This is an optimization exercise on Yosys and OpenROAD, whose aim is small area and a short achievable clock period, not a production implementation. In this exercise RTL edits were held to simulation tests only and were not proved equivalent to the original. No activity file was given, so power comes from the tool's default toggle rates.

==> flow/design.v, too long to show whole: its modules and the start of the top module <==
// module calc_fa: 10 lines
// module calc_ha: 9 lines
// module mp_alu: 791 lines
module mp_alu(
    input sys_clk,
    input sys_rst,
    input issue,
    input[2:0] tag3,
    input[2:0] func3,
    input[6:0] flag7,
    input[3:0] shift,
    input[15:0] data_in1,
    input[15:0] data_in2,
    input fwd_en1,
    input fwd_en2,
    input[15:0] fwd_data1,
    input[15:0] fwd_data2,
    output wb,
    output wb32,
    output[31:0] wb_data
);
  // ...
==> flow/flow/run.sh <==
#!/bin/bash

export BUFFER_PORTS_ARGS="-buffer_cell sky130_fd_sc_hd__buf_2"
bash standard.sh > standard_flow.log 2>&1
==> flow/standard.sh <==
#!/bin/bash
# synth_recipe.tcl (not shown) runs the flow's synth.tcl, then flattens the netlist and writes it again
# the make line also repeats each setting of config.mk as NAME=value (left out here)
make -C /OpenROAD-flow-scripts/flow DESIGN_CONFIG=/design/flow/config.mk WORK_HOME=/design/flow/orfs CLKGATE_MAP_FILE= SYNTH_SCRIPT=/design/flow/synth_recipe.tcl "${@:-finish}"
==> flow/config.mk <==
export PLATFORM = sky130hd
export DESIGN_NAME = mp_alu
export DESIGN_NICKNAME = mp_alu
export VERILOG_FILES = /design/flow/design.v
export SDC_FILE = /design/flow/constraint.sdc
export NUM_CORES = 4
export LEC_CHECK = 0
export ABC_AREA = 1
export CAP_MARGIN = 20
export CORE_MARGIN = 2
export CORE_UTILIZATION = 40
export SETUP_SLACK_MARGIN = 3
export SLEW_MARGIN = 20
export SYNTH_HIERARCHICAL = 1
export TNS_END_PERCENT = 0
==> flow/constraint.sdc <==
create_clock -name core_clock -period 16.0 [get_ports {sys_clk}]
set_input_delay 3.2000 -clock core_clock [delete_from_list [all_inputs] [get_ports {sys_clk}]]
set_output_delay 3.2000 -clock core_clock [all_outputs]
set_load 0.01 [all_outputs]
==> impl_metrics.json, run 1 <==
{
  "crit_family": "adder cells",
  "cts_tree": "built",
  "final_cell_mix": "nand2_1, inv_1, xor2_1",
  "place_area_mm2": 0.01363,
  "nNonClkInverters": 224,
  "multi_input_area_share_pct": 72.36,
  "drt_iter0_drc": 1480,
  "synth_flop_cell": "dfxtp_1",
  "dp_slack_ns": 1.334,
  "status": "timing/DRC/antenna clean",
  "slowest_delay_ns": 0.62,
  "final_antenna_net_count": 0,
  "crit_path_start_kind": "input port",
  "p_clk_share_pct": 5.7,
  "clk_pin_slew_ns": 0.06,
  "globalRouteTotalUtil_pct": 30.95,
  "htreeDepth": 2,
  "start_util_pct": 40.78,
  "ys_top_cells_by_area": "fa_1, xor2_1, nand2_1",
  "synth_top_area_cell": "fa_1",
  "sh_seq_area_pct": 5.693,
  "ys_seq_elements": 43,
  "cts_setup_buffers": 41,
  "synth_compound_area_share_pct": 23.92,
  "finalWorstSetupSlack_ns": 2.905,
  "maxPowerGroup": "combinational cells",
  "cts_buffers": 5,
  "critical_path_class": "in2out",
  "layout.cells.most_common": "nand2_1",
  "die_x_um": 181.1,
  "die_area_mm2": 0.03278,
  "synthTopCellsByCount": "nand2_1, inv_1, o21ai_0, nor2_1, xor2_1",
  "powerDensity_mw_per_mm2": 122.9,
  "grt-busiest-layer": "met2",
  "fin_crit_sh_pct": 81.84,
  "drc": 0,
  "syn_to_final_growth_pct": 21.27,
  "cts_sinks": 43,
  "ys.warnings.count": 7,
  "yosys.area_share.simple_pct": 22.76,
  "finalSetupViolations": 0,
  "wl_met1_um": 21930
}
==> inputs of run 2 (changes only) <==
--- a/flow/config.mk
+++ b/flow/config.mk
@@ -10,6 +10,5 @@
 export CORE_MARGIN = 2
 export CORE_UTILIZATION = 40
-export SETUP_SLACK_MARGIN = 3
+export SETUP_SLACK_MARGIN = 2.75
 export SLEW_MARGIN = 20
 export SYNTH_HIERARCHICAL = 1
-export TNS_END_PERCENT = 0
==> run 2 against run 1 <==
Against the previous run: wire length grew 0.15%; die area is the same; core utilization shrank 0.21 points; non-clock buffer count is the same; largest power group unchanged; sequential power is essentially flat; via count grew 0.50%; clock-buffer cell count is the same; first-iteration DRC count shrank 0.61%.
==> impl_metrics.json, run 2 <==
{
  "synthTopCellsByCount": "nand2_1, inv_1, o21ai_0, nor2_1, xor2_1",
  "grt_pass1_vias": 13600,
  "power_frac_seq_pct": 6.3,
  "multi_input_area_mm2": 0.01096,
  "tightest_slew_ns": 0.9197,
  "syn-instance-count": 1845,
  "synth.most_common_cell": "nand2_1",
  "cts_sinks": 43,
  "drt_iter0_drc": 1471,
  "slew_viol_final": 0,
  "final_cell_mix": "nand2_1, inv_1, xor2_1",
  "status": "timing/DRC/antenna clean",
  "fillers": 3176,
  "synth_top_area_cell": "fa_1",
  "hold_viol_final": 0,
  "crit_arrival_ns": 9.87,
  "syn_nets": 2110,
  "rows": 64,
  "synth.distinct_cells": 61,
  "crit_required_ns": 12.80,
  "slew_headroom_pct": 37.10,
  "critical_path_class": "in2out",
  "final_util_pct": 49.25,
  "setup_tns_ns": 0,
  "cts_tree": "built",
  "grt_setup_unrepaired": "yes",
  "core_mm2": 0.03075,
  "crit_path_start_kind": "input port",
  "switchingPower_uw": 1079,
  "avgSynthCellArea_um2": 6.797,
  "seqCellArea_um2": 865.8,
  "ys.warnings.count": 7,
  "final_antenna_net_count": 0,
  "num_vias": 14357,
  "peakVddDrop_mv": 0.1347,
  "die_x_um": 181.1,
  "yosysSeqAreaShare_pct": 6.904,
  "antennaDiodeCount": 0,
  "via_per_inst": 5.990,
  "htreeDepth": 2,
  "syn_to_final_growth_pct": 20.75,
  "numPortBuffers": 116,
  "drive_above_1_share_pct": 23.79,
  "wirelength_um": 52200,
  "grt_max_degree": 36,
  "synth_flop_cell": "dfxtp_1",
  "slowest_delay_ns": 0.63,
  "layout.cells.most_common": "nand2_1",
  "holdBufCountCts": 0,
  "powerDensity_mw_per_mm2": 122.6,
  "p_clk_share_pct": 5.7,
  "cts_buffers": 5,
  "io-pin-count": 120,
  "place_congestion": 1.030,
  "fmax_mhz": 76.50,
  "p_comb_share_pct": 88.0,
  "die_height_um": 181.1,
  "routedWlPerCell_um": 21.78,
  "p_leak_uw": 0.007541,
  "worstHoldPathType": "in2async",
  "top_regs": "alu_data_in1: 16 flops, alu_data_in2: 16 flops, alu_cmd: 4 flops",
  "start_util_pct": 40.78,
  "synth_area_mm2": 0.01254,
  "total_power_uw": 1856,
  "finalSetupViolations": 0,
  "clk_pin_slew_ns": 0.06,
  "synth.top_cell.area_share_pct": 19.00,
  "intPower_uw": 777.5,
  "grt_pass1_wl_um": 79020,
  "die_area_mm2": 0.03278,
  "p_sw_share_pct": 58.11,
  "min_period_ns": 13.07,
  "cp_common_cell": "fa_1",
  "clock_path_buffers": 2,
  "synth_edf_count": 0,
  "dr.pass1.iters": 5,
  "nets": 2265,
  "fin_crit_sh_pct": 81.70,
  "place_hpwl_um": 38030,
  "critPathSlowestCell": "fa_2",
  "ys_top_cells_by_area": "fa_1, xor2_1, nand2_1",
  "max_cap_viol_count": 0,
  "drc": 0,
  "synthArstFlopShare_pct": 2.326,
  "cts_root_buf": "clkbuf_16",
  "grt-ovfl-total": 0,
  "path_max_fanout": 32,
  "end_kind": "output pin",
  "globalRouteTotalUtil_pct": 30.84,
  "antenna_found_initial": 2,
  "ys_seq_elements": 43
}
run 2: logic make-up (layout without fill, tap and decap cells):
kind of cell	Yosys count	in the layout	share of synthesized area [%]
AOI/OAI and AO/OA	498	499	23.92
xor gates and xnor gates	150	150	10.63
DFF	43	43	6.904
and+or+nand+nor	638	639	22.76
muxes	5	5	0.4390
adders and majority gates	179	179	24.98
buffers and inverters	332	486	10.37
run 2: per-stage QoR:
stage	cells	hold slack, ns	instance area, µm²	setup WS, ns
floorplan	1845	2.929	12540	3.256
global placement	2304	3.032	13630	1.408
detailed placement	2304	3.035	13630	1.334
CTS	2339	2.730	14210	2.757
global route	2397	2.738	15140	2.652
finish	2397	2.731	15140	2.929
run 2: critical path: cells and delay by family:
kind	cells	cell delay, ns
AOI/OAI and AO/OA	6	1.34
xor gates and xnor gates	1	0.19
adders and majority gates	7	3.28
buffers and inverters	8	0.94
and+or+nand+nor	9	0.91
run 2: cell type report:
class,instances,share of cell area (%)
clock buffer,6,0.9171
clock inverter,2,0.1074
inverter,221,5.965
multi-input combinational,1472,72.38
sequential,43,5.718
tap,396,3.272
timing repair buffer,255,11.55
timing repair inverter,2,0.09089
run 2: final timing paths:
kind	startpoint	endpoint	slack [ns]	cells past startpoint
setup / recovery	fwd_en1	wb_data[0]	2.93	31
hold / removal	sys_rst	alu_issue	2.73	2
max in group asynchronous	sys_rst	alu_issue	13.18	2
min in group core_clock	data_in1[6]	alu_data_in1[6]	3.01	1
run 2: power groups by stage:
stage	sequential (µW)	combinational, µW	clock, µW
6_report	117	1630	105
5_1_grt	117	1770	113
4_1_cts	117	1490	107
3_5_place_dp	119	1410	0
3_3_place_gp	119	1390	0
2_1_floorplan	118	935	0
run 2: per-layer routing:
metal  wire [µm]  track usage (%)
met2       23190            48.54
met3        4532            4.374
met1       22000            42.58
met5          27                0
met4        2452            12.49
run 2: Yosys stat by module (local to each module, per instance):
module	times used	area, µm²	cells inside
mp_alu	1	10120	1719
calc_fa	112	20.02	1
calc_ha	14	12.51	1
run 2: what timing repair did:
item / CTS / global route
resized for setup: 62 / 130
cloned: 0 / 4
setup endpoints to repair: 32 / 28
pin swaps: 12 / 47
setup buffers: 27 / 54
==> inputs of run 3 (changes only) <==
--- a/flow/config.mk
+++ b/flow/config.mk
@@ -10,5 +10,5 @@
 export CORE_MARGIN = 2
 export CORE_UTILIZATION = 40
-export SETUP_SLACK_MARGIN = 2.75
+export SETUP_SLACK_MARGIN = 2
 export SLEW_MARGIN = 20
 export SYNTH_HIERARCHICAL = 1
==> run 3 against run 2 <==
Against the previous run: still clean; via count fell by 4.4%; sequential share of layout area rose by 0.44 points; total power fell by 7.1%; hold slack got worse by 0.0020 ns; synthesized cell count did not move; wire length fell by 4.8%; worst setup slack got worse by 0.56 ns; final cell count fell by 3.0%; global-route usage fell by 0.50 points; non-clock buffer count fell by 69; flip-flop and latch count did not move; largest power group unchanged; highest routed layer is now met4.
==> impl_metrics.json, run 3 <==
{
  "synth_top_area_cell": "fa_1",
  "rows": 64,
  "multi_input_area_mm2": 0.01058,
  "seqCellArea_um2": 865.8,
  "slew_headroom_pct": 35.62,
  "worstHoldPathType": "in2async",
  "slew_viol_final": 0,
  "synthArstFlopShare_pct": 2.326,
  "fin_hold_ws_ns": 2.729,
  "drc": 0,
  "drt_iter0_drc": 1381,
  "die_x_um": 181.1,
  "p_leak_uw": 0.007138,
  "cts_sinks": 43,
  "nets": 2192,
  "critical_path_class": "in2out",
  "syn_to_final_growth_pct": 12.10,
  "drive_above_1_share_pct": 17.12,
  "crit_arrival_ns": 10.43,
  "clk_pin_slew_ns": 0.06,
  "dp_slack_ns": 1.334,
  "cts_tree": "built",
  "num_vias": 13727,
  "syn-instance-count": 1845,
  "ys.warnings.count": 7,
  "path_max_fanout": 32,
  "finalSetupViolations": 0,
  "fin_crit_sh_pct": 85.21,
  "total_power_uw": 1724,
  "synth_area_mm2": 0.01254,
  "die_height_um": 181.1,
  "grt_max_degree": 36,
  "peakVddDrop_mv": 0.1341,
  "cts_buffers": 5,
  "synthTopCellsByCount": "nand2_1, inv_1, o21ai_0, nor2_1, xor2_1",
  "synth.most_common_cell": "nand2_1",
  "ys_seq_elements": 43,
  "cp_common_cell": "nor2_1",
  "tightest_slew_ns": 0.9414,
  "top_regs": "alu_data_in1: 16 flops, alu_data_in2: 16 flops, alu_cmd: 4 flops",
  "core_mm2": 0.03075,
  "min_period_ns": 13.63,
  "cts_root_buf": "clkbuf_16",
  "crit_path_start_kind": "input port",
  "slowest_delay_ns": 0.51,
  "final_cell_mix": "nand2_1, inv_1, o21ai_0",
  "grt_pass1_wl_um": 77710,
  "antennaDiodeCount": 0,
  "max_cap_viol_count": 0,
  "start_util_pct": 40.78,
  "hold_viol_final": 0,
  "final_antenna_net_count": 0,
  "ys_top_cells_by_area": "fa_1, xor2_1, nand2_1",
  "numPortBuffers": 116,
  "end_kind": "output pin",
  "via_per_inst": 5.907,
  "wirelength_um": 49700,
  "synth.top_cell.area_share_pct": 19.00,
  "syn_nets": 2110,
  "grt_setup_unrepaired": "no",
  "place_congestion": 1.030,
  "grt_pass1_vias": 13269,
  "fmax_mhz": 73.34,
  "synth_flop_cell": "dfxtp_1",
  "critPathSlowestCell": "fa_1",
  "yosysSeqAreaShare_pct": 6.904,
  "finalWorstSetupSlack_ns": 2.366,
  "holdBufCountCts": 0,
  "synth_edf_count": 0,
  "crit_required_ns": 12.80,
  "powerDensity_mw_per_mm2": 122.6,
  "die_area_mm2": 0.03278,
  "place_hpwl_um": 38030,
  "status": "timing/DRC/antenna clean",
  "io-pin-count": 120,
  "clock_path_buffers": 2,
  "htreeDepth": 2,
  "routedWlPerCell_um": 21.38,
  "dr.pass1.iters": 6,
  "globalRouteTotalUtil_pct": 30.35,
  "grt-ovfl-total": 0,
  "setup_tns_ns": 0,
  "avgSynthCellArea_um2": 6.797,
  "synth.distinct_cells": 61,
  "layout.cells.most_common": "nand2_1",
  "antenna_found_initial": 0,
  "fillers": 3252
}
## run 3: cell counts after synthesis
Identical to the previous run, type by type.
## run 3: routing by layer
metal	GRT usage, %	vias up	wire length (µm)
met5	0	-	0
met4	11.28	0	2189
met3	3.790	127	4364
met2	47.75	739	21820
met1	42.61	6495	21330
li1	-	6366	-
## run 3: repair_timing
action	CTS	global route
buffers inserted	2	10
hold endpoints to repair	0	0
endpoints found under the setup margin	16	29
pin swaps	1	5
resized for setup	14	35
## run 3: Yosys stat by module (local to each module, per instance)
module   cell area [µm²]  flops+latches  cells inside
mp_alu             10120             43          1719
calc_fa            20.02              0             1
calc_ha            12.51              0             1
## run 3: worst max-delay path, delay by kind of cell
| kind | cells | cell delay [ns] |
|---|---|---|
| xor+xnor | 2 | 0.68 |
| compound gates | 6 | 1.15 |
| simple gates | 10 | 1.41 |
| buf+inv | 7 | 1.40 |
| fa+ha+maj | 6 | 2.55 |
## run 3: final timing paths
path,to,cells past startpoint,slack [ns],from
max in group asynchronous,alu_issue,2,13.18,sys_rst
min in group core_clock,alu_data_in2[8],1,3.01,data_in2[8]
max,wb_data[15],31,2.37,fwd_en1
min,alu_issue,2,2.73,sys_rst
## run 3: cell type report
| class | instances | area share (%) |
|---|---|---|
| Clock buffer | 6 | 0.9879 |
| Inverter | 221 | 5.972 |
| Tap cell | 396 | 3.524 |
| Clock inverter | 2 | 0.1157 |
| Multi-Input combinational cell | 1470 | 75.23 |
| Sequential cell | 43 | 6.159 |
| Timing Repair Buffer | 186 | 8.010 |
## run 3: power by group
group	switching, µW	internal [µW]
Clock	42.8	62.3
Sequential	3.69	113
Combinational	976	526
Total	1020	701
## run 3: cells by family (layout without fill, tap and decap cells)
family / after synthesis / count (layout) / synth area share (%)
multiplexers: 5 / 5 / 0.4390
buffers and inverters: 332 / 415 / 10.37
XOR/XNOR: 150 / 150 / 10.63
AO/OA/AOI/OAI: 498 / 498 / 23.92
flip-flops: 43 / 43 / 6.904
AND/OR/NAND/NOR: 638 / 638 / 22.76
adder cells (fa/ha/maj): 179 / 179 / 24.98
## run 3: stage by stage
step,utilization [%],cell area (µm²),cells
after floorplan,-,12540,1845
after CTS,45.01,13840,2314
after global routing,45.72,14060,2324
after detailed placement,44.33,13630,2304
after global placement,44.33,13630,2304
final,45.72,14060,2324
==> inputs of run 4 (changes only) <==
--- a/flow/config.mk
+++ b/flow/config.mk
@@ -10,5 +10,5 @@
 export CORE_MARGIN = 2
 export CORE_UTILIZATION = 40
-export SETUP_SLACK_MARGIN = 2
+export SETUP_SLACK_MARGIN = 1
 export SLEW_MARGIN = 20
 export SYNTH_HIERARCHICAL = 1
==> run 4 against run 3 <==
Against the previous run: flip-flop and latch count did not move; clock-buffer cell count did not move; total power fell by 3.1%; sequential share of layout area rose by 0.096 points; largest cell class unchanged; clock power barely moved; global-route usage fell by 0.056 points; still clean; first-iteration DRC count rose by 0.58%; final cell count fell by 0.39%; critical path type unchanged; wire length barely moved.
==> impl_metrics.json, run 4 <==
{
  "synth_top_area_cell": "fa_1",
  "syn_nets": 2110,
  "synthArstFlopShare_pct": 2.326,
  "crit_required_ns": 12.80,
  "cts_root_buf": "clkbuf_16",
  "total_power_uw": 1671,
  "status": "timing/DRC/antenna clean",
  "synthTopCellsByCount": "nand2_1, inv_1, o21ai_0, nor2_1, xor2_1",
  "final_antenna_net_count": 0,
  "seqCellArea_um2": 865.8,
  "grt_pass1_wl_um": 77580,
  "slowest_delay_ns": 0.68,
  "globalRouteTotalUtil_pct": 30.29,
  "cp_common_cell": "nand2_1",
  "synth.top_cell.area_share_pct": 19.00,
  "grt_max_degree": 36,
  "slew_headroom_pct": 25.05,
  "layout.cells.most_common": "nand2_1",
  "grt-ovfl-total": 0,
  "die_area_mm2": 0.03278,
  "p_leak_uw": 0.007073,
  "multi_input_area_mm2": 0.01046,
  "grt_pass1_vias": 13245,
  "htreeDepth": 2,
  "drc": 0,
  "final_cell_mix": "nand2_1, inv_1, o21ai_0",
  "min_period_ns": 14.42,
  "ys_top_cells_by_area": "fa_1, xor2_1, nand2_1",
  "avgSynthCellArea_um2": 6.797,
  "dr.pass1.iters": 6,
  "clock_path_buffers": 2,
  "antenna_found_initial": 0,
  "worstHoldPathType": "in2async",
  "finalSetupViolations": 0,
  "start_util_pct": 40.78,
  "holdBufCountCts": 0,
  "fmax_mhz": 69.34,
  "antennaDiodeCount": 0,
  "synth.distinct_cells": 61,
  "ys_seq_elements": 43,
  "cts_tree": "built",
  "place_hpwl_um": 38030,
  "grt_setup_unrepaired": "no",
  "ys.warnings.count": 7,
  "drive_above_1_share_pct": 15.63,
  "crit_arrival_ns": 11.22,
  "grt_use_met1_pct": 42.56,
  "critPathSlowestCell": "fa_1",
  "synth_edf_count": 0,
  "path_max_fanout": 18,
  "setup_tns_ns": 0,
  "max_cap_viol_count": 0,
  "numPortBuffers": 116,
  "drt_iter0_drc": 1389,
  "via_per_inst": 5.888,
  "wirelength_um": 49650,
  "routedWlPerCell_um": 21.45,
  "top_regs": "alu_data_in1: 16 flops, alu_data_in2: 16 flops, alu_cmd: 4 flops",
  "powerDensity_mw_per_mm2": 120.7,
  "place_congestion": 1.030,
  "synth_area_mm2": 0.01254,
  "clk_pin_slew_ns": 0.06,
  "core_mm2": 0.03075,
  "cts_sinks": 43,
  "io-pin-count": 120,
  "dp.cells": 2304,
  "peakVddDrop_mv": 0.1263,
  "cts_buffers": 5,
  "syn-instance-count": 1845,
  "nets": 2183,
  "fin_crit_sh_pct": 90.14,
  "yosysSeqAreaShare_pct": 6.904,
  "use_met3_pct": 3.790,
  "synth_flop_cell": "dfxtp_1",
  "hold_viol_final": 0,
  "syn_to_final_growth_pct": 10.38,
  "globalRouteMet2Util_pct": 47.62,
  "rows": 64,
  "fin_hold_ws_ns": 2.728,
  "synth.most_common_cell": "nand2_1",
  "num_vias": 13630,
  "tightest_slew_ns": 1.119,
  "final_cells": 2315,
  "slew_viol_final": 0,
  "end_kind": "output pin",
  "die_height_um": 181.1,
  "grt-busiest-layer": "met2",
  "critical_path_class": "in2out",
  "crit_path_start_kind": "input port",
  "fillers": 3252,
  "die_x_um": 181.1
}
## run 4: how the worst max path moves through the flow
| stage | slack (ns) | cells past startpoint | start | to |
|---|---|---|---|---|
| after floorplan | 3.26 | 48 | fwd_en2 | wb_data[0] |
| after global placement | 1.41 | 54 | fwd_en2 | wb_data[6] |
| after detailed placement | 1.33 | 54 | fwd_en2 | wb_data[6] |
| after CTS | 1.32 | 54 | fwd_en2 | wb_data[6] |
| after global routing | 0.99 | 56 | fwd_en2 | wb_data[6] |
| final | 1.58 | 46 | fwd_en2 | wb_data[0] |
## run 4: per-layer routing
layer / share of wire (%) / routed length, µm / vias up
met5: 0 / 0 / -
met4: 4.1 / 2039 / 0
met3: 8.3 / 4118 / 119
met2: 44 / 21910 / 709
met1: 43 / 21580 / 6449
li1: - / - / 6353
## run 4: power breakdown
group	switching [µW]	internal [µW]	leakage (µW)	total, µW
Clock	43.0	62.3	0.0000731	105
Sequential	3.63	113	0.000366	117
Combinational	955	494	0.00663	1450
Total	1000	669	0.00707	1670
## run 4: layout make-up
type                            instances  share of cell area, %
Multi-Input combinational cell       1470                  75.53
Timing Repair Buffer                  177                  7.521
Sequential cell                        43                  6.255
Clock buffer                            6                  1.003
Clock inverter                          2                 0.1175
Tap cell                              396                  3.580
Inverter                              221                  5.993
## run 4: timing repair
item | in CTS | in global routing
resized for setup | 0 | 9
buffers inserted | 0 | 3
setup endpoints to repair | 0 | 13
## run 4: cells by family (layout without fill, tap and decap cells)
family	Yosys count	after routing	share of synthesized area, %
and+or+nand+nor	638	638	22.76
AOI/OAI and AO/OA	498	498	23.92
buffers and inverters	332	406	10.37
adders and majority gates	179	179	24.98
xor gates and xnor gates	150	150	10.63
DFF	43	43	6.904
muxes	5	5	0.4390
## run 4: Yosys stat by module (local to each module, per instance)
module   times used  cells  flops+latches
calc_fa         112      1              0
mp_alu            1   1719             43
calc_ha          14      1              0
## run 4: through the flow
stage                     cell area [µm²]  util, %  worst slack, ns
after floorplan                     12540        -            3.256
after global placement              13630    44.33            1.408
after detailed placement            13630    44.33            1.334
after CTS                           13790    44.84            1.318
after global routing                13840    45.02           0.9935
final                               13840    45.02            1.578
## run 4: worst max-delay path: cells and delay by family
| kind | cells | cell delay [ns] |
|---|---|---|
| fa+ha+maj | 4 | 1.99 |
| compound gates | 12 | 2.33 |
| simple gates | 21 | 2.25 |
| buf+inv | 9 | 1.46 |
==> inputs of run 5 (changes only) <==
--- a/flow/config.mk
+++ b/flow/config.mk
@@ -10,5 +10,6 @@
 export CORE_MARGIN = 2
 export CORE_UTILIZATION = 40
-export SETUP_SLACK_MARGIN = 1
+export SETUP_SLACK_MARGIN = 2.5
 export SLEW_MARGIN = 20
 export SYNTH_HIERARCHICAL = 1
+export TNS_END_PERCENT = 0
==> run 5 against run 4 <==
Against the previous run: critical path type unchanged; via count is 2.3% higher; hold slack worse by 0.0010 ns; die area is the same; combinational power is 8% higher; first-iteration DRC count grew 3.2%; flip-flop and latch count did not move; synthesized cell count unchanged; critical endpoint unchanged.
==> impl_metrics.json, run 5 <==
{
  "yosysSeqAreaShare_pct": 6.904,
  "place_area_mm2": 0.01363,
  "p_leak_uw": 0.007272,
  "grt_max_degree": 36,
  "grt_pass1_vias": 13340,
  "synth.most_common_cell": "nand2_1",
  "die_x_um": 181.1,
  "postLayoutCellArea_mm2": 0.01445,
  "syn_nets": 2110,
  "clock_path_buffers": 2,
  "layout.cells.most_common": "nand2_1",
  "cts_buffers": 5,
  "holdBufCountCts": 0,
  "max_cap_viol_count": 0,
  "cts_root_buf": "clkbuf_16",
  "tightest_slew_ns": 1.029,
  "numPortBuffers": 116,
  "fillers": 3231,
  "cts_sinks": 43,
  "grt_setup_unrepaired": "yes",
  "setup_tns_ns": 0,
  "clk_pin_slew_ns": 0.06,
  "ys.warnings.count": 7,
  "critical_path_class": "in2out",
  "synth_top_area_cell": "fa_1",
  "core_mm2": 0.03075,
  "cts_tree": "built",
  "num_vias": 13946,
  "synth.distinct_cells": 61,
  "drt_iter0_drc": 1434,
  "cp_num_buf_inv": 8,
  "synth_area_mm2": 0.01254,
  "ys_seq_elements": 43,
  "fmax_mhz": 74.94,
  "place_congestion": 1.030,
  "crit_start": "fwd_en1",
  "die_area_mm2": 0.03278,
  "dp.cells": 2304,
  "nets": 2214,
  "finalSetupViolations": 0,
  "slew_headroom_pct": 29.61,
  "globalRouteTotalUtil_pct": 30.41,
  "io-pin-count": 120,
  "peakVddDrop_mv": 0.1366,
  "synthTopCellsByCount": "nand2_1, inv_1, o21ai_0, nor2_1, xor2_1",
  "worstHoldPathType": "in2async",
  "synth.top_cell.area_share_pct": 19.00,
  "crit_family": "adder cells",
  "slowest_delay_ns": 0.63,
  "syn-instance-count": 1845,
  "crit_arrival_ns": 10.14,
  "final_cell_mix": "nand2_1, inv_1, nor2_1",
  "min_period_ns": 13.34,
  "dr.pass1.iters": 6,
  "via_per_inst": 5.945,
  "ys_top_cells_by_area": "fa_1, xor2_1, nand2_1",
  "crit_required_ns": 12.80,
  "synth_flop_cell": "dfxtp_1",
  "htreeDepth": 2,
  "top_regs": "alu_data_in1: 16 flops, alu_data_in2: 16 flops, alu_cmd: 4 flops",
  "powerDensity_mw_per_mm2": 123.4,
  "antenna_found_initial": 0,
  "drc": 0,
  "status": "timing/DRC/antenna clean",
  "wirelength_um": 50120,
  "antennaDiodeCount": 0,
  "grt_pass1_wl_um": 77950,
  "syn_to_final_growth_pct": 15.22,
  "critPathSlowestCell": "fa_2",
  "final_cells": 2346,
  "rows": 64,
  "avgSynthCellArea_um2": 6.797,
  "grt-ovfl-total": 0,
  "place_hpwl_um": 38030,
  "start_util_pct": 40.78,
  "hold_viol_final": 0,
  "crit_path_start_kind": "input port",
  "synthArstFlopShare_pct": 2.326,
  "path_max_fanout": 32,
  "final_antenna_net_count": 0,
  "routedWlPerCell_um": 21.36,
  "fin_crit_sh_pct": 83.40,
  "die_height_um": 181.1,
  "crit_cells": 31,
  "synth_edf_count": 0,
  "end_kind": "output pin",
  "drive_above_1_share_pct": 19.49,
  "slew_viol_final": 0
}
[run 5: cell counts after synthesis]
Identical to the previous run, type by type.
[run 5: cells by family (layout without fill, tap and decap cells)]
| kind of cell | count (synthesis) | in the layout | share of synthesized area (%) |
|---|---|---|---|
| xor+xnor | 150 | 150 | 10.63 |
| flops | 43 | 43 | 6.904 |
| fa+ha+maj | 179 | 179 | 24.98 |
| compound gates | 498 | 499 | 23.92 |
| buf+inv | 332 | 436 | 10.37 |
| mux | 5 | 5 | 0.4390 |
| simple gates | 638 | 638 | 22.76 |
[run 5: area by class of cell]
class,count,area [µm²],area share [%]
Clock buffer,6,138.9,0.9612
Multi-Input combinational cell,1471,10720,74.21
Timing Repair Buffer,207,1340,9.274
Clock inverter,2,16.27,0.1126
Sequential cell,43,865.8,5.992
Inverter,221,869.6,6.018
Tap cell,396,495.5,3.429
[run 5: how the worst max path moves through the flow]
stage	end
finish	wb_data[0]
global route	wb_data[13]
CTS	wb_data[0]
detailed placement	wb_data[6]
global placement	wb_data[6]
floorplan	wb_data[0]
[run 5: modules after synthesis, one instance, submodules excluded]
| module | cells inside | flip-flops and latches |
|---|---|---|
| calc_ha | 1 | 0 |
| calc_fa | 1 | 0 |
| mp_alu | 1719 | 43 |
[run 5: repair_timing]
action | CTS | global route
cloned | 0 | 1
gates resized for setup | 39 | 68
endpoints found under the setup margin | 31 | 29
pin swaps | 5 | 29
endpoints found under the hold margin | 0 | 0
setup buffers | 6 | 27
[run 5: routing by layer]
metal | global-route usage (%) | share of wire (%)
met1 | 42.69 | 42
met2 | 48.12 | 44
met3 | 3.689 | 9.0
met4 | 10.93 | 4.2
met5 | 0 | 0
[run 5: per-stage QoR]
step           util, %  worst slack, ns  hold WS (ns)  total power (µW)
2_1_floorplan        -            3.256         2.929              1053
3_3_place_gp     44.33            1.408         3.032              1510
3_5_place_dp     44.33            1.334         3.035              1532
4_1_cts          45.42            2.449         2.730              1673
5_1_grt          46.99            2.482         2.741              1941
6_report         46.99            2.656         2.727              1784
[run 5: report_power, final]
part	switching, µW	total, µW	leakage (µW)	internal, µW
registers	3.71	117	0.000366	113
clock network	43.2	106	0.0000731	62.3
logic	997	1560	0.00683	564
total	1040	1780	0.00727	740
==> inputs of run 6 (changes only) <==
--- a/flow/config.mk
+++ b/flow/config.mk
@@ -9,7 +9,6 @@
 export CAP_MARGIN = 20
 export CORE_MARGIN = 2
-export CORE_UTILIZATION = 40
+export CORE_UTILIZATION = 50
 export SETUP_SLACK_MARGIN = 2.5
 export SLEW_MARGIN = 20
 export SYNTH_HIERARCHICAL = 1
-export TNS_END_PERCENT = 0
==> run 6 against run 5 <==
Against the previous run: critical path depth is the same; clock-buffer cell count is the same; via count shrank 0.16%; flip-flop and latch count is the same; synthesized area is the same; fmax grew 0.16%; clock power grew 9%; final cell count shrank 2.8%; die area shrank 20%; critical endpoint unchanged.
==> impl_metrics.json, run 6 <==
{
  "p_leak_uw": 0.007328,
  "grt_max_degree": 38,
  "routedWlPerCell_um": 22.12,
  "die_height_um": 162.4,
  "drc": 0,
  "synth_compound_area_share_pct": 23.92,
  "min_period_ns": 13.32,
  "status": "timing/DRC/antenna clean",
  "antenna_found_initial": 0,
  "rows": 57,
  "antennaDiodeCount": 0,
  "syn-instance-count": 1845,
  "crit_start": "fwd_en1",
  "yosys.area_share.simple_pct": 22.76,
  "multi_input_area_mm2": 0.01074,
  "max_cap_viol_count": 0,
  "synth_edf_count": 0,
  "wirelength_um": 50460,
  "numPortBuffers": 116,
  "synth.most_common_cell": "nand2_1",
  "fillers": 2375,
  "yosysSeqAreaShare_pct": 6.904,
  "top_regs": "alu_data_in1: 16 flops, alu_data_in2: 16 flops, alu_cmd: 4 flops",
  "slowest_delay_ns": 0.60,
  "io-pin-count": 120,
  "crit_path_start_kind": "input port",
  "critPathSlowestCell": "fa_2",
  "synth_area_mm2": 0.01254,
  "synth_flop_cell": "dfxtp_1",
  "start_util_pct": 51.27,
  "layout.cells.most_common": "nand2_1",
  "grt-ovfl-total": 0,
  "end_kind": "output pin",
  "synth_mux_area_share_pct": 0.4390,
  "grt_pass1_vias": 13183,
  "globalRouteTotalUtil_pct": 38.19,
  "die_area_mm2": 0.02636,
  "place_congestion": 1.008,
  "path_max_fanout": 32,
  "final_antenna_net_count": 0,
  "crit_arrival_ns": 10.12,
  "core_mm2": 0.02446,
  "final_cell_mix": "nand2_1, inv_1, nor2_1, xor2_1, o21ai_0",
  "synthTopCellsByCount": "nand2_1, inv_1, o21ai_0, nor2_1, xor2_1",
  "cts_tree": "built",
  "dr.pass1.iters": 7,
  "cts_root_buf": "clkbuf_16",
  "final_cells": 2281,
  "clk_pin_slew_ns": 0.07,
  "via_per_inst": 6.104,
  "hold_viol_final": 0,
  "htreeDepth": 2,
  "synth.distinct_cells": 61,
  "holdBufCountCts": 0,
  "powerDensity_mw_per_mm2": 122.4,
  "synth_top_area_cell": "fa_1",
  "nets": 2221,
  "seqCellArea_um2": 865.8,
  "tightest_slew_ns": 0.9189,
  "critical_path_class": "in2out",
  "synth.top_cell.area_share_pct": 19.00,
  "final_util_pct": 59.10,
  "synth_adder_area_share_pct": 24.98,
  "cts_buffers": 5,
  "synth_xor_area_share_pct": 10.63,
  "cts_sinks": 43,
  "ys_seq_elements": 43,
  "drt_iter0_drc": 1790,
  "synthArstFlopShare_pct": 2.326,
  "drive_above_1_share_pct": 19.93,
  "slew_headroom_pct": 37.94,
  "num_vias": 13924,
  "dp.cells": 2234,
  "avgSynthCellArea_um2": 6.797,
  "grt_pass1_wl_um": 76740,
  "syn_to_final_growth_pct": 15.28,
  "setup_tns_ns": 0,
  "fmax_mhz": 75.06,
  "peakVddDrop_mv": 0.1921,
  "worstHoldPathType": "in2async",
  "crit_required_ns": 12.80,
  "ys_top_cells_by_area": "fa_1, xor2_1, nand2_1",
  "die_x_um": 162.4,
  "finalSetupViolations": 0,
  "fin_crit_sh_pct": 83.27,
  "place_hpwl_um": 37490,
  "syn_nets": 2110,
  "grt_setup_unrepaired": "yes",
  "clock_path_buffers": 2,
  "slew_viol_final": 0,
  "ys.warnings.count": 7,
  "cp_common_cell": "nand2_1",
  "finalWorstSetupSlack_ns": 2.677,
  "synth_top_family_by_area": "adder cells",
  "dp_slack_ns": 1.465
}
-- run 6: cell counts after synthesis --
No cell type changed its count.
-- run 6: logic make-up after synthesis --
kind of cell,count (synthesis)
simple gates,638
compound gates,498
xor+xnor,150
buf+inv,332
flops,43
mux,5
fa+ha+maj,179
-- run 6: per-module statistics from Yosys (local to each module, per instance) --
module / area (µm²) / flops+latches
calc_fa: 20.02 / 0
calc_ha: 12.51 / 0
mp_alu: 10120 / 43
-- run 6: area by class of cell --
cell class                 instances  share of cell area (%)
tap                              324                   2.804
clock buffer                       6                  0.8914
multi-input combinational       1470                   74.27
sequential                        43                   5.989
clock inverter                     2                  0.2596
timing repair buffer             215                   9.823
inverter                         221                   5.963
-- run 6: repair_timing --
action                                  in CTS  in global routing
buffers inserted                            23                 16
endpoints found under the setup margin      31                 28
pin swaps                                    7                 14
resized for setup                           50                 57
cloned                                       0                  0
-- run 6: per-layer routing --
layer	share of wire, %	up-vias	GRT usage (%)
li1	-	6437	-
met1	41	6466	52.94
met2	43	863	57.99
met3	12	158	9.040
met4	4.3	0	14.16
met5	0	-	0
-- run 6: where the power goes --
group	switching [µW]	internal [µW]	leakage, µW	total [µW]
clock	42.6	73.7	0.0000771	116
sequential	3.68	113	0.000366	117
combinational	988	549	0.00688	1540
-- run 6: through the flow --
| stage | instance area [µm²] | hold WS [ns] | total power [µW] |
|---|---|---|---|
| CTS | 14100 | 2.736 | 1692 |
| global route | 14460 | 2.737 | 1915 |
| detailed placement | 13560 | 3.044 | 1516 |
| global placement | 13560 | 3.045 | 1504 |
| floorplan | 12540 | 2.929 | 1053 |
| finish | 14460 | 2.743 | 1770 |
-- run 6: path summary, 6_finish.rpt --
path / endpoint / depth (start not counted)
setup / recovery: wb_data[0] / 31
hold / removal: alu_issue / 2
max in group asynchronous: alu_issue / 2
min in group core_clock: alu_data_in1[4] / 1
-- run 6: worst max-delay path: cells and delay by family --
kind / cells / cell delay [ns]
AND/OR/NAND/NOR: 9 / 0.97
XOR/XNOR: 1 / 0.16
adder cells (fa/ha/maj): 7 / 3.07
AO/OA/AOI/OAI: 6 / 1.64
buffers and inverters: 8 / 1.06
==> inputs of run 7 (changes only) <==
--- a/flow/config.mk
+++ b/flow/config.mk
@@ -9,5 +9,5 @@
 export CAP_MARGIN = 20
 export CORE_MARGIN = 2
-export CORE_UTILIZATION = 50
+export CORE_UTILIZATION = 40
 export SETUP_SLACK_MARGIN = 2.5
 export SLEW_MARGIN = 20
==> run 7 against run 6 <==
Against the previous run: via count down 0.40%; flip-flop and latch count did not move; non-clock buffer count is 16 lower; clock power is 9% lower; synthesized area did not move; global-route usage shrank 7.7 points; still clean on timing, DRC and antenna; combinational power about the same.
==> impl_metrics.json, run 7 <==
{
  "status": "timing/DRC/antenna clean",
  "antenna_found_initial": 1,
  "numPortBuffers": 116,
  "ys_top_cells_by_area": "fa_1, xor2_1, nand2_1",
  "synth_adder_area_share_pct": 24.98,
  "cts_sinks": 43,
  "synth_compound_area_share_pct": 23.92,
  "fmax_mhz": 75.37,
  "intPower_uw": 736.4,
  "drt_iter0_drc": 1457,
  "synthArstFlopShare_pct": 2.326,
  "cts_root_buf": "clkbuf_16",
  "grt_max_degree": 36,
  "multi_input_area_mm2": 0.01072,
  "syn_to_final_growth_pct": 14.76,
  "synthTopCellsByCount": "nand2_1, inv_1, o21ai_0, nor2_1, xor2_1",
  "drive_above_1_share_pct": 19.05,
  "antennaDiodeCount": 0,
  "final_cell_mix": "nand2_1, inv_1, nor2_1",
  "crit_path_start_kind": "input port",
  "synth.most_common_cell": "nand2_1",
  "p_leak_uw": 0.007231,
  "grt_pass1_vias": 13380,
  "layout.cells.most_common": "nand2_1",
  "place_congestion": 1.030,
  "rows": 64,
  "cp_num_buf_inv": 9,
  "crit_arrival_ns": 10.07,
  "seqCellArea_um2": 865.8,
  "grt_use_met1_pct": 42.66,
  "slew_headroom_pct": 36.96,
  "worstHoldPathType": "in2async",
  "cp_common_cell": "fa_1",
  "tightest_slew_ns": 0.9218,
  "place_hpwl_um": 38030,
  "synth.distinct_cells": 61,
  "clk_pin_slew_ns": 0.07,
  "drc": 0,
  "io-pin-count": 120,
  "holdBufCountCts": 0,
  "ys_seq_elements": 43,
  "critical_path_class": "in2out",
  "yosys.area_share.simple_pct": 22.76,
  "ys.warnings.count": 7,
  "p_comb_share_pct": 87.5,
  "end_kind": "output pin",
  "slew_viol_final": 0,
  "synth_area_mm2": 0.01254,
  "grt-ovfl-total": 0,
  "fin_crit_sh_pct": 82.92,
  "core_mm2": 0.03075,
  "dr.pass1.iters": 6,
  "fin_hold_ws_ns": 2.726,
  "min_period_ns": 13.27,
  "setup_tns_ns": 0,
  "synth_edf_count": 0,
  "slowest_delay_ns": 0.63,
  "grt-busiest-layer": "met2",
  "crit_required_ns": 12.80,
  "crit_cells": 31,
  "peakVddDrop_mv": 0.1359,
  "syn_nets": 2110,
  "final_cells": 2338,
  "htreeDepth": 2,
  "switchingPower_uw": 1044,
  "syn-instance-count": 1845,
  "total_power_uw": 1781,
  "power_frac_seq_pct": 6.6,
  "max_cap_viol_count": 0,
  "start_util_pct": 40.78,
  "p_clk_share_pct": 5.9,
  "critPathCapture": "wb_data[0]",
  "via_per_inst": 5.932,
  "globalRouteTotalUtil_pct": 30.49,
  "fillers": 3229,
  "cts_buffers": 5,
  "wirelength_um": 50280,
  "clock_path_buffers": 2,
  "crit_start": "fwd_en1",
  "synth_flop_cell": "dfxtp_1",
  "use_met3_pct": 3.991,
  "crit_family": "adder cells",
  "die_area_mm2": 0.03278,
  "cts_tree": "built",
  "avgSynthCellArea_um2": 6.797,
  "synth_top_family_by_area": "adder cells",
  "die_x_um": 181.1,
  "dp_slack_ns": 1.334,
  "routedWlPerCell_um": 21.50,
  "path_max_fanout": 32,
  "synth_top_area_cell": "fa_1",
  "hold_viol_final": 0,
  "finalWorstSetupSlack_ns": 2.733,
  "globalRouteMet2Util_pct": 48.17,
  "critPathSlowestCell": "fa_2",
  "final_antenna_net_count": 0,
  "grt_pass1_wl_um": 78130,
  "powerDensity_mw_per_mm2": 123.7,
  "grt_setup_unrepaired": "no",
  "yosysSeqAreaShare_pct": 6.904,
  "synth.top_cell.area_share_pct": 19.00,
  "synth_mux_area_share_pct": 0.4390,
  "die_height_um": 181.1,
  "finalSetupViolations": 0,
  "synth_xor_area_share_pct": 10.63,
  "num_vias": 13868,
  "p_sw_share_pct": 58.65,
  "top_regs": "alu_data_in1: 16 flops, alu_data_in2: 16 flops, alu_cmd: 4 flops",
  "dp.cells": 2304,
  "nets": 2206
}
==> run 7: metrics by stage <==
| stage | utilization [%] | instance area [µm²] |
|---|---|---|
| after global placement | 44.33 | 13630 |
| after CTS | 45.54 | 14000 |
| final | 46.80 | 14390 |
| after floorplan | - | 12540 |
| after detailed placement | 44.33 | 13630 |
| after global routing | 46.80 | 14390 |
==> run 7: cell type report <==
type	count	area share (%)
repair buffers	199	8.894
clock inverters	2	0.1130
flip-flops and latches	43	6.016
inverters	221	6.051
multi-input cells	1471	74.52
clock buffers	6	0.9650
well taps	396	3.443
==> run 7: per-layer routing <==
| layer | up-vias | wire length (µm) |
|---|---|---|
| li1 | 6409 | - |
| met1 | 6604 | 21710 |
| met2 | 733 | 22510 |
| met3 | 120 | 4199 |
| met4 | 2 | 1839 |
| met5 | - | 13 |
==> run 7: worst min-delay path by stage <==
stage             from   endpoint  slack (ns)
6_report       sys_rst  alu_issue        2.73
5_1_grt        sys_rst  alu_issue        2.74
4_1_cts        sys_rst  alu_issue        2.73
3_3_place_gp   sys_rst  alu_issue        3.03
2_1_floorplan  sys_rst  alu_issue        2.93
3_5_place_dp   sys_rst  alu_issue        3.04
==> run 7: logic make-up (layout without fill, tap and decap cells) <==
| logic type | after synthesis | in the layout |
|---|---|---|
| and+or+nand+nor | 638 | 638 |
| buffers and inverters | 332 | 428 |
| adders and majority gates | 179 | 179 |
| xor gates and xnor gates | 150 | 150 |
| DFF | 43 | 43 |
| AOI/OAI and AO/OA | 498 | 499 |
| muxes | 5 | 5 |
==> run 7: power groups by stage <==
stage | logic, µW | registers (µW) | clock network [µW]
2_1_floorplan | 935 | 118 | 0
6_report | 1560 | 117 | 106
3_3_place_gp | 1390 | 119 | 0
4_1_cts | 1470 | 117 | 107
5_1_grt | 1710 | 117 | 113
3_5_place_dp | 1410 | 119 | 0
==> run 7: timing repair <==
action,4_1_cts,5_1_grt
pin swaps,6,21
setup endpoints to repair,31,28
cloned,0,1
gates resized for setup,43,63
setup buffers,7,18
==> run 7: modules after synthesis (local to each module, per instance) <==
module | cell area (µm²) | cells
calc_fa | 20.02 | 1
calc_ha | 12.51 | 1
mp_alu | 10120 | 1719

[separate check: timing with driven ports]
In the flow no input, the clock included, has a driving cell. The finished layouts below were timed again as built, in two steps. Step 1 sets driving cells, clkbuf_16 on the clock port and buf_2 on the other inputs (assumed; they add their load-dependent delay and slew). Step 2 times the ports against the registers' clock, not the clock port: input delays grow and output delays shrink by t, the midpoint of the rising clock arrivals with the driver on. Three values: ideal, step 1, step 2; two values: the first two.
| run | t, ns | slack for setup (ns) | worst data-port slew with drivers (ns) |
|---|---|---|---|
| run 1 | 0.324 | 2.905 / 2.856 / 2.856 | 0.08 |
| run 2 | 0.323 | 2.929 / 2.884 / 2.884 | 0.08 |
| run 3 | 0.323 | 2.366 / 2.335 / 2.335 | 0.05 |
| run 4 | 0.324 | 1.578 / 1.555 / 1.555 | 0.05 |
| run 5 | 0.324 | 2.656 / 2.612 / 2.612 | 0.08 |
| run 6 | 0.320 | 2.677 / 2.634 / 2.634 | 0.08 |
| run 7 | 0.326 | 2.733 / 2.688 / 2.688 | 0.08 |
After both steps setup and hold are still met in every run listed. For run 1, which loses most, drivers alone change the setup slack by -0.049 ns; drivers and shift together by -0.049 ns.
